Source: an optimization exercise on an open RTL-to-GDS flow (aim: small area and a short achievable clock period). Production flows keep margins and buffers that such runs may drop.
At most, simulation tests tie the RTL to the original design; equivalence was not proved.

## before
==> flow/design.v <==
module float_adder(
    input   clk,
    input   rst,
    input   [31:0]  x,
    input   [31:0]  y,
    output  [31:0]  z,
    output  [1:0]   overflow  
);
    reg [2:0] cnt;
    always @(posedge clk or negedge rst) begin
        if (!rst)
            cnt <= 3'd0;
        else if (cnt != 3'd7)
            cnt <= cnt + 3'd1;
    end
    wire [8:0] d = {1'b0, x[30:23]} - {1'b0, y[30:23]};
    reg [31:0] cg, ce;
    integer cl, cj;
    always @(*) begin
        cg = {1'b0, x[30:0] & ~y[30:0]};
        ce = {1'b1, ~(x[30:0] ^ y[30:0])};
        for (cl = 0; cl < 5; cl = cl + 1)
            for (cj = 0; cj < 32; cj = cj + (2 << cl)) begin
                cg[cj] = cg[cj + (1 << cl)] | (ce[cj + (1 << cl)] & cg[cj]);
                ce[cj] = ce[cj + (1 << cl)] & ce[cj];
            end
    end
    wire x_gt = cg[0];
    wire zx = (x[30:0] == 31'd0);
    wire zy = (y[30:0] == 31'd0);
    reg [31:0] xr, yr;
    reg [7:5]  i_d;
    reg [4:0]  i_sh;
    reg        i_neg;
    reg        i_xb, i_hx, i_hy;
    always @(posedge clk) begin
        i_hx <= ~zx;             
        i_hy <= ~zy | zx;        
        xr   <= x;
        yr   <= y;
        i_d   <= d[7:5];
        i_sh  <= d[4:0] ^ {5{d[8]}};
        i_neg <= d[8];
        i_xb <= x_gt;
    end
    wire [7:0] ex = xr[30:23], ey = yr[30:23];
    wire [22:0] mx = xr[22:0], my = yr[22:0];
    wire sx = xr[31], sy = yr[31];
    wire sub = sx ^ sy;
    wire neg = i_neg;                    
    wire hx = i_hx, hy = i_hy;
    wire [23:0] s_sml = i_xb ? {hy, my} : (neg ? {1'b0, hx, mx[22:1]} : {hx, mx});
    wire [4:0]  sh    = i_sh;
    wire        far   = neg ? (i_d[7:5] != 3'b111) : (i_d[7:5] != 3'b000);
    wire [23:0] s_al  = far ? 24'd0 : (s_sml >> sh);
    wire [22:0] m_big = i_xb ? mx : my;         
    wire [7:0]  e_big = i_xb ? ex : ey;
    wire ex1 = (ex == 8'd255), ey1 = (ey == 8'd255);
    wire nan  = (ex1 && (mx != 23'd0)) || (ey1 && (my != 23'd0));
    wire spec = ex1 || ey1;
    wire ones = nan || (ex1 && ey1 && sub);
    wire sgn = spec ? (sx | nan) : (i_xb ? sx : sy);
    reg [22:0] a_big;
    reg [23:0] a_sml;
    reg [7:0]  a_e;
    reg a_sgn, a_sub, a_spec, a_ones;
    always @(posedge clk) begin
        a_big  <= m_big;
        a_sml  <= s_al;
        a_e    <= e_big;
        a_sgn  <= sgn;
        a_sub  <= sub;
        a_spec <= spec;
        a_ones <= ones;
    end
    wire [23:0] pa = {1'b1, a_big};
    wire [23:0] bx = a_sml ^ {24{a_sub}};
    wire [24:0] g0 = {pa & bx, a_sub};
    wire [24:0] p0 = {pa ^ bx, 1'b0};
    reg  [24:0] gg, pp;
    integer l, j;
    always @(*) begin
        gg = g0;
        pp = p0;
        for (l = 0; l < 5; l = l + 1)
            for (j = 0; j < 25; j = j + 1)
                if (j[l]) begin
                    gg[j] = gg[j] | (pp[j] & gg[((j >> l) << l) - 1]);
                    pp[j] = pp[j] & pp[((j >> l) << l) - 1];
                end
    end
    wire [24:0] sum = {gg[24] & ~a_sub, p0[24:1] ^ gg[23:0]};
    reg [24:0] m_sum;
    reg [7:0]  m_ep1;        
    reg m_sgn, m_spec, m_ones;
    always @(posedge clk) begin
        m_sum  <= sum;
        m_ep1  <= a_e + 8'd1;
        m_sgn  <= a_sgn;
        m_spec <= a_spec;
        m_ones <= a_ones;
    end
    wire e0 = (m_ep1 == 8'd1);
    wire [24:0] lzin = {m_sum[24], m_sum[23] | e0, m_sum[22:0]};
    reg [4:0] k;
    integer i;
    always @(*) begin
        k = 5'd0;
        for (i = 0; i < 25; i = i + 1)
            if (lzin[i]) k = 5'd24 - i[4:0];
    end
    wire [23:0] crs  = m_sum[23:0] << {k[4:3], 3'b000};
    wire zero = (m_sum == 25'd0);
    wire ovf  = m_sum[24] && (m_ep1 == 8'd255);
    reg [23:0] n_m;
    reg [4:0]  n_k;
    reg [7:0]  n_ep1;
    reg        n_ones, n_clr, n_e255, n_e0;
        always @(posedge clk) begin
        n_m    <= crs;
        n_k    <= k;
        n_ep1  <= m_ep1;
        n_ones <= m_spec & m_ones;
        n_clr  <= m_spec | ovf;
        n_e255 <= m_spec | ovf;
        n_e0   <= zero & ~m_spec;
    end
    reg        z_s;
    reg [1:0]  z_ov;
    always @(posedge clk) begin
        if (cnt == 3'd3) begin
            z_s    <= (zero & ~m_spec) ? 1'b0 : m_sgn;
            z_ov   <= m_spec ? 2'b11 : {1'b0, ovf};
        end
    end
    wire [23:0] fin = n_m << n_k[2:0];
    reg [22:0] z_m;
    reg [7:0]  z_e;
    always @(posedge clk) begin
        if (cnt == 3'd4) begin
        z_m <= n_ones ? {23{1'b1}} : (n_clr ? 23'd0 : fin[23:1]);
        z_e <= n_e255 ? 8'd255 : (n_e0 ? 8'd0 : n_ep1 - {3'd0, n_k});
        end
    end
    assign z = {z_s, z_e, z_m};
    assign overflow = z_ov;
endmodule
==> flow/config.mk <==
export PLATFORM = sky130hd
export DESIGN_NAME = float_adder
export DESIGN_NICKNAME = float_adder
export VERILOG_FILES = /design/flow/design.v
export SDC_FILE = /design/flow/constraint.sdc
export NUM_CORES = 4
export LEC_CHECK = 0
export ABC_AREA = 1
export CAP_MARGIN = 10
export CORE_MARGIN = 2
export CORE_UTILIZATION = 62
export GPL_ROUTABILITY_DRIVEN = 0
export SETUP_SLACK_MARGIN = 2.6
export SLEW_MARGIN = 10
==> flow/constraint.sdc <==
create_clock -name core_clock -period 5.0 [get_ports {clk}]
set_input_delay 1.0000 -clock core_clock [delete_from_list [all_inputs] [get_ports {clk}]]
set_output_delay 1.0000 -clock core_clock [all_outputs]
set_load 0.01 [all_outputs]
standard.sh (not shown) runs the stock make flow with config.mk's settings and CLKGATE_MAP_FILE= SYNTH_SCRIPT=/design/flow/synth_recipe.tcl, a recipe that flattens the netlist after the stock synthesis.
==> flow/flow/run.sh <==
#!/bin/bash
# Standard layout (standard.sh), with port buffers made from a plain buffer
# cell and clock tree synthesis without dummy loads.
set -euo pipefail
export BUFFER_PORTS_ARGS="-buffer_cell sky130_fd_sc_hd__buf_1"
export CTS_ARGS="-sink_clustering_enable -repair_clock_nets -dont_use_dummy_load -buf_list sky130_fd_sc_hd__clkbuf_16 -sink_clustering_size 24 -sink_clustering_max_diameter 120"
bash standard.sh > standard.log 2>&1
Relative to before, the following input files were edited for after:
==> flow/design.v <==
module float_adder(
    input   clk,
    input   rst,
    input   [31:0]  x,
    input   [31:0]  y,
    output  [31:0]  z,
    output  [1:0]   overflow  
);
    reg [2:0] cnt;
    always @(posedge clk or negedge rst) begin
        if (!rst)
            cnt <= 3'd0;
        else if (cnt != 3'd7)
            cnt <= cnt + 3'd1;
    end
    wire [8:0] d = {1'b0, x[30:23]} - {1'b0, y[30:23]};
    reg [31:0] cg, ce;
    integer cl, cj;
    always @(*) begin
        cg = {1'b0, x[30:0] & ~y[30:0]};
        ce = {1'b1, ~(x[30:0] ^ y[30:0])};
        for (cl = 0; cl < 5; cl = cl + 1)
            for (cj = 0; cj < 32; cj = cj + (2 << cl)) begin
                cg[cj] = cg[cj + (1 << cl)] | (ce[cj + (1 << cl)] & cg[cj]);
                ce[cj] = ce[cj + (1 << cl)] & ce[cj];
            end
    end
    wire x_gt = cg[0];
    wire zx = (x[30:0] == 31'd0);
    wire zy = (y[30:0] == 31'd0);
    reg [31:0] xr, yr;
    reg [8:0]  i_d;
    reg        i_xb, i_hx, i_hy;
    always @(posedge clk) begin
        i_hx <= ~zx;             
        i_hy <= ~zy | zx;        
        xr   <= x;
        yr   <= y;
        i_d  <= d;
        i_xb <= x_gt;
    end
    wire [7:0] ex = xr[30:23], ey = yr[30:23];
    wire [22:0] mx = xr[22:0], my = yr[22:0];
    wire sx = xr[31], sy = yr[31];
    wire sub = sx ^ sy;
    wire neg = i_d[8];                   
    wire hx = i_hx, hy = i_hy;
    wire [23:0] s_sml = i_xb ? {hy, my} : (neg ? {1'b0, hx, mx[22:1]} : {hx, mx});
    wire [4:0]  sh    = i_d[4:0] ^ {5{neg}};
    wire        far   = neg ? (i_d[7:5] != 3'b111) : (i_d[7:5] != 3'b000);
    wire [23:0] s_al  = far ? 24'd0 : (s_sml >> sh);
    wire [22:0] m_big = i_xb ? mx : my;         
    wire [7:0]  e_big = i_xb ? ex : ey;
    wire ex1 = (ex == 8'd255), ey1 = (ey == 8'd255);
    wire nan  = (ex1 && (mx != 23'd0)) || (ey1 && (my != 23'd0));
    wire spec = ex1 || ey1;
    wire ones = nan || (ex1 && ey1 && sub);
    wire sgn = spec ? (sx | nan) : (i_xb ? sx : sy);
    reg [22:0] a_big;
    reg [23:0] a_sml;
    reg [7:0]  a_e;
    reg a_sgn, a_sub, a_spec, a_ones;
    always @(posedge clk) begin
        a_big  <= m_big;
        a_sml  <= s_al ^ {24{sub}};
        a_e    <= e_big;
        a_sgn  <= sgn;
        a_sub  <= sub;
        a_spec <= spec;
        a_ones <= ones;
    end
    wire [23:0] pa = {1'b1, a_big};
    wire [24:0] g0 = {pa & a_sml, a_sub};
    wire [24:0] p0 = {pa ^ a_sml, 1'b0};
    reg  [24:0] gg, pp;
    integer l, j;
    always @(*) begin
        gg = g0;
        pp = p0;
        for (l = 0; l < 5; l = l + 1)
            for (j = 0; j < 25; j = j + 1)
                if (j[l]) begin
                    gg[j] = gg[j] | (pp[j] & gg[((j >> l) << l) - 1]);
                    pp[j] = pp[j] & pp[((j >> l) << l) - 1];
                end
    end
    wire [24:0] sum = {gg[24] & ~a_sub, p0[24:1] ^ gg[23:0]};
    reg [24:0] m_sum;
    reg [7:0]  m_ep1;        
    reg m_sgn, m_spec, m_ones;
    always @(posedge clk) begin
        m_sum  <= sum;
        m_ep1  <= a_e + 8'd1;
        m_sgn  <= a_sgn;
        m_spec <= a_spec;
        m_ones <= a_ones;
    end
    wire e0 = (m_ep1 == 8'd1);
    wire [24:0] lzin = {m_sum[24], m_sum[23] | e0, m_sum[22:0]};
    reg [4:0] k;
    integer i;
    always @(*) begin
        k = 5'd0;
        for (i = 0; i < 25; i = i + 1)
            if (lzin[i]) k = 5'd24 - i[4:0];
    end
    wire [23:0] crs  = m_sum[23:0] << {k[4:3], 3'b000};
    wire zero = (m_sum == 25'd0);
    wire ovf  = m_sum[24] && (m_ep1 == 8'd255);
    reg [23:0] n_m;
    reg [4:0]  n_k;
    reg [7:0]  n_ep1;
    reg        n_ones, n_clr, n_e255, n_e0;
        always @(posedge clk) begin
        n_m    <= crs;
        n_k    <= k;
        n_ep1  <= m_ep1;
        n_ones <= m_spec & m_ones;
        n_clr  <= m_spec | ovf;
        n_e255 <= m_spec | ovf;
        n_e0   <= zero & ~m_spec;
    end
    reg        z_s;
    reg [1:0]  z_ov;
    always @(posedge clk) begin
        if (cnt == 3'd3) begin
            z_s    <= (zero & ~m_spec) ? 1'b0 : m_sgn;
            z_ov   <= m_spec ? 2'b11 : {1'b0, ovf};
        end
    end
    wire [23:0] fin = n_m << n_k[2:0];
    reg [22:0] z_m;
    reg [7:0]  z_e;
    always @(posedge clk) begin
        if (cnt == 3'd4) begin
        z_m <= n_ones ? {23{1'b1}} : (n_clr ? 23'd0 : fin[23:1]);
        z_e <= n_e255 ? 8'd255 : (n_e0 ? 8'd0 : n_ep1 - {3'd0, n_k});
        end
    end
    assign z = {z_s, z_e, z_m};
    assign overflow = z_ov;
endmodule
Results
- after vs before — non-clock inverter count in the final layout dropped 32.
- after -> before: count of hold buffers inserted by post-cts repair delta 0, exact match
- | clock skew | after vs before | ≈ equal |
- There was hardly any difference in share of the final layout cell area in multi-input gates between before and after.
- Re met1 track demand over resource in global routing: after is 0.72 points down on before.
- Transition time of the tightest slew-check pin was lower in before than in after.
- In the reports for before and after, the smaller cell area after layout belongs to after.
- Met2 usage (lower): after
For before, only the layout was checked, not whether the RTL still works.

port drivers added, routing unchanged:
No port has a modelled driver above. Below, the same layouts with a new extraction and two added sets of constraints. Step 1 assumes that a clkbuf_16 drives the clock port and a buf_2 every other input. Step 2 moves the port delays by t, midway between the first and last clock arrival at a register: inputs arrive t later, outputs are due t later. That takes back most of the time a late clock gives input paths. Three values: no drivers, after step 1, after step 2; two values: the first two.
run | t, ns | setup slack, ns | pins driven straight from the clock port
before | 0.502 | 2.480 / 2.480 / 2.290 | 1
after | 0.498 | 2.720 / 2.720 / 2.269 | 1
After both steps setup and hold are still met in every run listed. The setup slack of after, which loses most, moves by 0.000 ns with the drivers and by -0.451 ns with both steps.
